This is an optimization exercise on Yosys and OpenROAD, whose aim is small area and a short achievable clock period, not a production implementation.
RTL that was checked went through simulation tests only; none was proved equivalent to the original.
Power figures rest on the tool's default switching activity, not on a simulated workload.

==> cedar: inputs <==
// top_level
module top_level
#(parameter WIDTH = 8)
(
	input clk, rst, init, finish, ack,
	input [WIDTH-1:0]
		ori_0,
		ori_1,
		ori_2,
		ori_3,
		ori_4,
		ori_5,
		ori_6,
		ori_7,
		ori_8,
		ori_9,
		ori_10,
		ori_11,
		ori_12,
		ori_13,
		ori_14,
		ori_15,
		ori_16,
		ori_17,
		ori_18,
		ori_19,
		ori_20,
		ori_21,
		ori_22,
		ori_23,
		ori_24,
		ori_25,
		ori_26,
		ori_27,
		ori_28,
		ori_29,
		ori_30,
		ori_31,
		can_0,
		can_1,
		can_2,
		can_3,
		can_4,
		can_5,
		can_6,
		can_7,
		can_8,
		can_9,
		can_10,
		can_11,
		can_12,
		can_13,
		can_14,
		can_15,
		can_16,
		can_17,
		can_18,
		can_19,
		can_20,
		can_21,
		can_22,
		can_23,
		can_24,
		can_25,
		can_26,
		can_27,
		can_28,
		can_29,
		can_30,
		can_31,
	output done,
	output [WIDTH+4:0] out_sad
	);
clock: 5.8 ns
lec_check: 0
abc_area: 0
cap_margin: 20
core_margin: 2
core_utilization: 40
slew_margin: 20
synth_hierarchical: 1
synth_minimum_keep_size: 0
standard.sh (not shown) runs the stock make flow with config.mk's settings and CLKGATE_MAP_FILE= SYNTH_SCRIPT=/design/flow/synth_recipe.tcl, a recipe that flattens the netlist after the stock synthesis.
==> flow/flow/run.sh <==
#!/bin/bash
# The standard layout, except that the port buffers are buf_1 cells
# (buffer_ports otherwise picks the slow, large clkdlybuf4s50_1). repair_design
# and repair_timing still resize them as they do any buffer.
set -euo pipefail
export BUFFER_PORTS_ARGS="-buffer_cell sky130_fd_sc_hd__buf_1"
bash standard.sh finish > standard.log 2>&1
==> inputs of pepper, as changes to cedar <==
--- a/flow/design.v
+++ b/flow/design.v
@@ -70,18 +70,15 @@
 		can_25,
 		can_26,
 		can_27,
 		can_28,
 		can_29,
 		can_30,
 		can_31,
-	input clr,    
-	input upd,    
-	input take,   
-	output [12:0] out_sad
+	output [12:0] sum_out
 );
 	wire [8:0] t_0 = {1'b0, ori_0} + {1'b0, ~can_0};
 	wire c_0 = t_0[8];
 	wire [7:0] y_0 = t_0[7:0] ^ {8{~c_0}};
 	wire [8:0] t_1 = {1'b0, ori_1} + {1'b0, ~can_1};
 	wire c_1 = t_1[8];
 	wire [7:0] y_1 = t_1[7:0] ^ {8{~c_1}};
@@ -1109,34 +1106,15 @@
 	sad_fa u_s547 (.a(rb[31]), .b(c524), .c(s525), .s(s547), .co(c548));
 	sad_fa u_s549 (.a(rb[35]), .b(c526), .c(s527), .s(s549), .co(c550));
 	sad_fa u_s551 (.a(rb[39]), .b(c528), .c(s529), .s(s551), .co(c552));
 	sad_fa u_s553 (.a(rb[43]), .b(c530), .c(s531), .s(s553), .co(c554));
 	sad_ha u_s555 (.a(rb[44]), .b(c532), .s(s555), .co(c556));
 	wire [12:0] op_a = {c556, c554, c552, c550, c548, c546, c544, c542, c540, c538, c536, c534, s511};
 	wire [12:0] op_b = {1'b0, s555, s553, s551, s549, s547, s545, s543, s541, s539, s537, s535, s533};
-	wire [6:0] lo = op_a[5:0] + op_b[5:0];
-	wire [6:0] nxt_a = op_a[12:6];
-	wire [5:0] nxt_b = {op_b[11], op_b[10], op_b[9], op_b[8], op_b[7], op_b[6]};
-	reg [5:0] t_lo;
-	reg t_c;
-	reg [6:0] t_a;
-	reg [5:0] t_b;
-	always @(posedge clk)
-	begin
-		if (clr | (upd & ~take))
-		begin
-			t_lo <= 0; t_c <= 0; t_a <= 0; t_b <= 0;
-		end
-		else if (upd)
-		begin
-			t_lo <= lo[5:0]; t_c <= lo[6]; t_a <= nxt_a; t_b <= nxt_b;
-		end
-	end
-	wire [6:0] hi_b = {1'b0, t_b[5], t_b[4], t_b[3], t_b[2], t_b[1], t_b[0]};
-	assign out_sad = {t_a + hi_b + t_c, t_lo};
+	assign sum_out = op_a + op_b;
 endmodule
 module sad_fa(input a, b, c, output s, co);
 	assign s = a ^ b ^ c;
 	assign co = (a & b) | (a & c) | (b & c);
 endmodule
 module sad_ha(input a, b, output s, co);
 	assign s = a ^ b;
@@ -1239,30 +1217,25 @@
 		can_29,
 		can_30,
 		can_31,
 	output done,
 	output [WIDTH+4:0] out_sad
 	);
 	wire idle, en;
+	wire [12:0] sum;
 	control b_control(
 		.clk(clk),
 		.rst(rst),
 		.init(init),
 		.finish(finish),
 		.ack(ack),
 		.done(done),
 		.idle(idle),
 		.en(en)
 		);
-	reg en_1, en_2;
-	always @(posedge clk)
-	begin
-		en_1 <= en;
-		en_2 <= en_1;
-	end
 	SAD_4x8 b_SAD_4x8(
 		.clk(clk),
 		.ori_0(ori_0),
 		.ori_1(ori_1),
 		.ori_2(ori_2),
 		.ori_3(ori_3),
 		.ori_4(ori_4),
@@ -1321,13 +1294,22 @@
 		.can_25(can_25),
 		.can_26(can_26),
 		.can_27(can_27),
 		.can_28(can_28),
 		.can_29(can_29),
 		.can_30(can_30),
 		.can_31(can_31),
-		.clr(idle),
-		.upd(en_1),
-		.take(en_2),
-		.out_sad(out_sad)
+		.sum_out(sum)
 		);
+	reg en_1, en_2;
+	reg [12:0] total;
+	always @(posedge clk)
+	begin
+		en_1 <= en;
+		en_2 <= en_1;
+		if (idle)
+			total <= 0;
+		else if (en_1)
+			total <= en_2 ? sum : 13'd0;
+	end
+	assign out_sad = total;
 endmodule
==> flow/flow/run.sh (replaced) <==
#!/bin/bash
# The standard layout with two changes:
#  - the port buffers are buf_1 cells (buffer_ports otherwise picks the slow,
#    large clkdlybuf4s50_1); repair_design and repair_timing still resize them.
#  - synthesis maps the logic with abc_speed.script from this folder: the
#    standard script's delay mapping without its final buffering and sizing
#    passes, so the netlist starts small and the layout's repair_timing sizes
#    up only the paths that need it. Registers, flattening and renaming are
#    exactly as in the standard flow's synthesis (synth_recipe.tcl is used unchanged).
set -euo pipefail
export BUFFER_PORTS_ARGS="-buffer_cell sky130_fd_sc_hd__buf_1"
rm -rf scripts_abc
cp -r "$FLOW_HOME/scripts" scripts_abc
cp flow/abc_speed.script scripts_abc/abc_speed.script
export SCRIPTS_DIR="$PWD/scripts_abc"
bash standard.sh finish > standard.log 2>&1
==> flow/flow/abc_speed.script (new file) <==
strash
&get -n
&st
&dch
&nf -p -R 20
&put
ABC_AREA = not set   (was 0)
SETUP_SLACK_MARGIN = 2.6   (was not set)
==> inputs of garnet, as changes to cedar <==
--- a/flow/design.v
+++ b/flow/design.v
@@ -70,18 +70,15 @@
 		can_25,
 		can_26,
 		can_27,
 		can_28,
 		can_29,
 		can_30,
 		can_31,
-	input clr,    
-	input upd,    
-	input take,   
-	output [12:0] out_sad
+	output [12:0] sum_out
 );
 	wire [8:0] t_0 = {1'b0, ori_0} + {1'b0, ~can_0};
 	wire c_0 = t_0[8];
 	wire [7:0] y_0 = t_0[7:0] ^ {8{~c_0}};
 	wire [8:0] t_1 = {1'b0, ori_1} + {1'b0, ~can_1};
 	wire c_1 = t_1[8];
 	wire [7:0] y_1 = t_1[7:0] ^ {8{~c_1}};
@@ -1109,34 +1106,15 @@
 	sad_fa u_s547 (.a(rb[31]), .b(c524), .c(s525), .s(s547), .co(c548));
 	sad_fa u_s549 (.a(rb[35]), .b(c526), .c(s527), .s(s549), .co(c550));
 	sad_fa u_s551 (.a(rb[39]), .b(c528), .c(s529), .s(s551), .co(c552));
 	sad_fa u_s553 (.a(rb[43]), .b(c530), .c(s531), .s(s553), .co(c554));
 	sad_ha u_s555 (.a(rb[44]), .b(c532), .s(s555), .co(c556));
 	wire [12:0] op_a = {c556, c554, c552, c550, c548, c546, c544, c542, c540, c538, c536, c534, s511};
 	wire [12:0] op_b = {1'b0, s555, s553, s551, s549, s547, s545, s543, s541, s539, s537, s535, s533};
-	wire [6:0] lo = op_a[5:0] + op_b[5:0];
-	wire [6:0] nxt_a = op_a[12:6];
-	wire [5:0] nxt_b = {op_b[11], op_b[10], op_b[9], op_b[8], op_b[7], op_b[6]};
-	reg [5:0] t_lo;
-	reg t_c;
-	reg [6:0] t_a;
-	reg [5:0] t_b;
-	always @(posedge clk)
-	begin
-		if (clr | (upd & ~take))
-		begin
-			t_lo <= 0; t_c <= 0; t_a <= 0; t_b <= 0;
-		end
-		else if (upd)
-		begin
-			t_lo <= lo[5:0]; t_c <= lo[6]; t_a <= nxt_a; t_b <= nxt_b;
-		end
-	end
-	wire [6:0] hi_b = {1'b0, t_b[5], t_b[4], t_b[3], t_b[2], t_b[1], t_b[0]};
-	assign out_sad = {t_a + hi_b + t_c, t_lo};
+	assign sum_out = op_a + op_b;
 endmodule
 module sad_fa(input a, b, c, output s, co);
 	assign s = a ^ b ^ c;
 	assign co = (a & b) | (a & c) | (b & c);
 endmodule
 module sad_ha(input a, b, output s, co);
 	assign s = a ^ b;
@@ -1239,30 +1217,25 @@
 		can_29,
 		can_30,
 		can_31,
 	output done,
 	output [WIDTH+4:0] out_sad
 	);
 	wire idle, en;
+	wire [12:0] sum;
 	control b_control(
 		.clk(clk),
 		.rst(rst),
 		.init(init),
 		.finish(finish),
 		.ack(ack),
 		.done(done),
 		.idle(idle),
 		.en(en)
 		);
-	reg en_1, en_2;
-	always @(posedge clk)
-	begin
-		en_1 <= en;
-		en_2 <= en_1;
-	end
 	SAD_4x8 b_SAD_4x8(
 		.clk(clk),
 		.ori_0(ori_0),
 		.ori_1(ori_1),
 		.ori_2(ori_2),
 		.ori_3(ori_3),
 		.ori_4(ori_4),
@@ -1321,13 +1294,22 @@
 		.can_25(can_25),
 		.can_26(can_26),
 		.can_27(can_27),
 		.can_28(can_28),
 		.can_29(can_29),
 		.can_30(can_30),
 		.can_31(can_31),
-		.clr(idle),
-		.upd(en_1),
-		.take(en_2),
-		.out_sad(out_sad)
+		.sum_out(sum)
 		);
+	reg en_1, en_2;
+	reg [12:0] total;
+	always @(posedge clk)
+	begin
+		en_1 <= en;
+		en_2 <= en_1;
+		if (idle)
+			total <= 0;
+		else if (en_1)
+			total <= en_2 ? sum : 13'd0;
+	end
+	assign out_sad = total;
 endmodule
ABC_AREA = 1   (was 0)
SETUP_SLACK_MARGIN = 2.9   (was not set)
==> notes <==
Total power, highest first: pepper, garnet, cedar. Die area, highest first: garnet, cedar, pepper. The highest hold slack belongs to pepper, the lowest to garnet. Between garnet and pepper, the lower worst setup slack is in pepper (gap 200 ps). Of pepper and garnet, garnet has the higher clock-buffer cell count (gap 5).
Only the layout flow was run in cedar; the RTL was not checked for function there.

-- re-timing with driven ports --
Ports are ideal in the flow. The routed layouts listed here were re-timed in OpenROAD.
Step 1 sets driving cells, clkbuf_16 on the clock port and buf_2 on the other inputs (assumed; they add their load-dependent delay and slew).
Step 2 moves the port delays by t, midway between the first and last clock arrival at a register: inputs arrive t later, outputs are due t later. That takes back most of the time a late clock gives input paths.
Slacks: no drivers / after step 1 / after step 2; pairs: no drivers / after step 1.
run | t (ns) | setup slack, ns | hold WS [ns] | pins driven straight from the clock port
cedar | 0.603 | 1.942 / 1.885 / 2.037 | 0.446 / 0.408 / 0.468 | 1
pepper | 0.589 | 2.659 / 2.680 / 2.091 | 0.450 / 0.423 / 0.467 | 1
garnet | 0.619 | 2.860 / 2.860 / 2.398 | 0.434 / 0.402 / 0.455 | 1
After both steps every run listed still meets setup and hold. The setup slack of pepper, which loses most, moves by +0.021 ns with the drivers and by -0.568 ns with both steps.
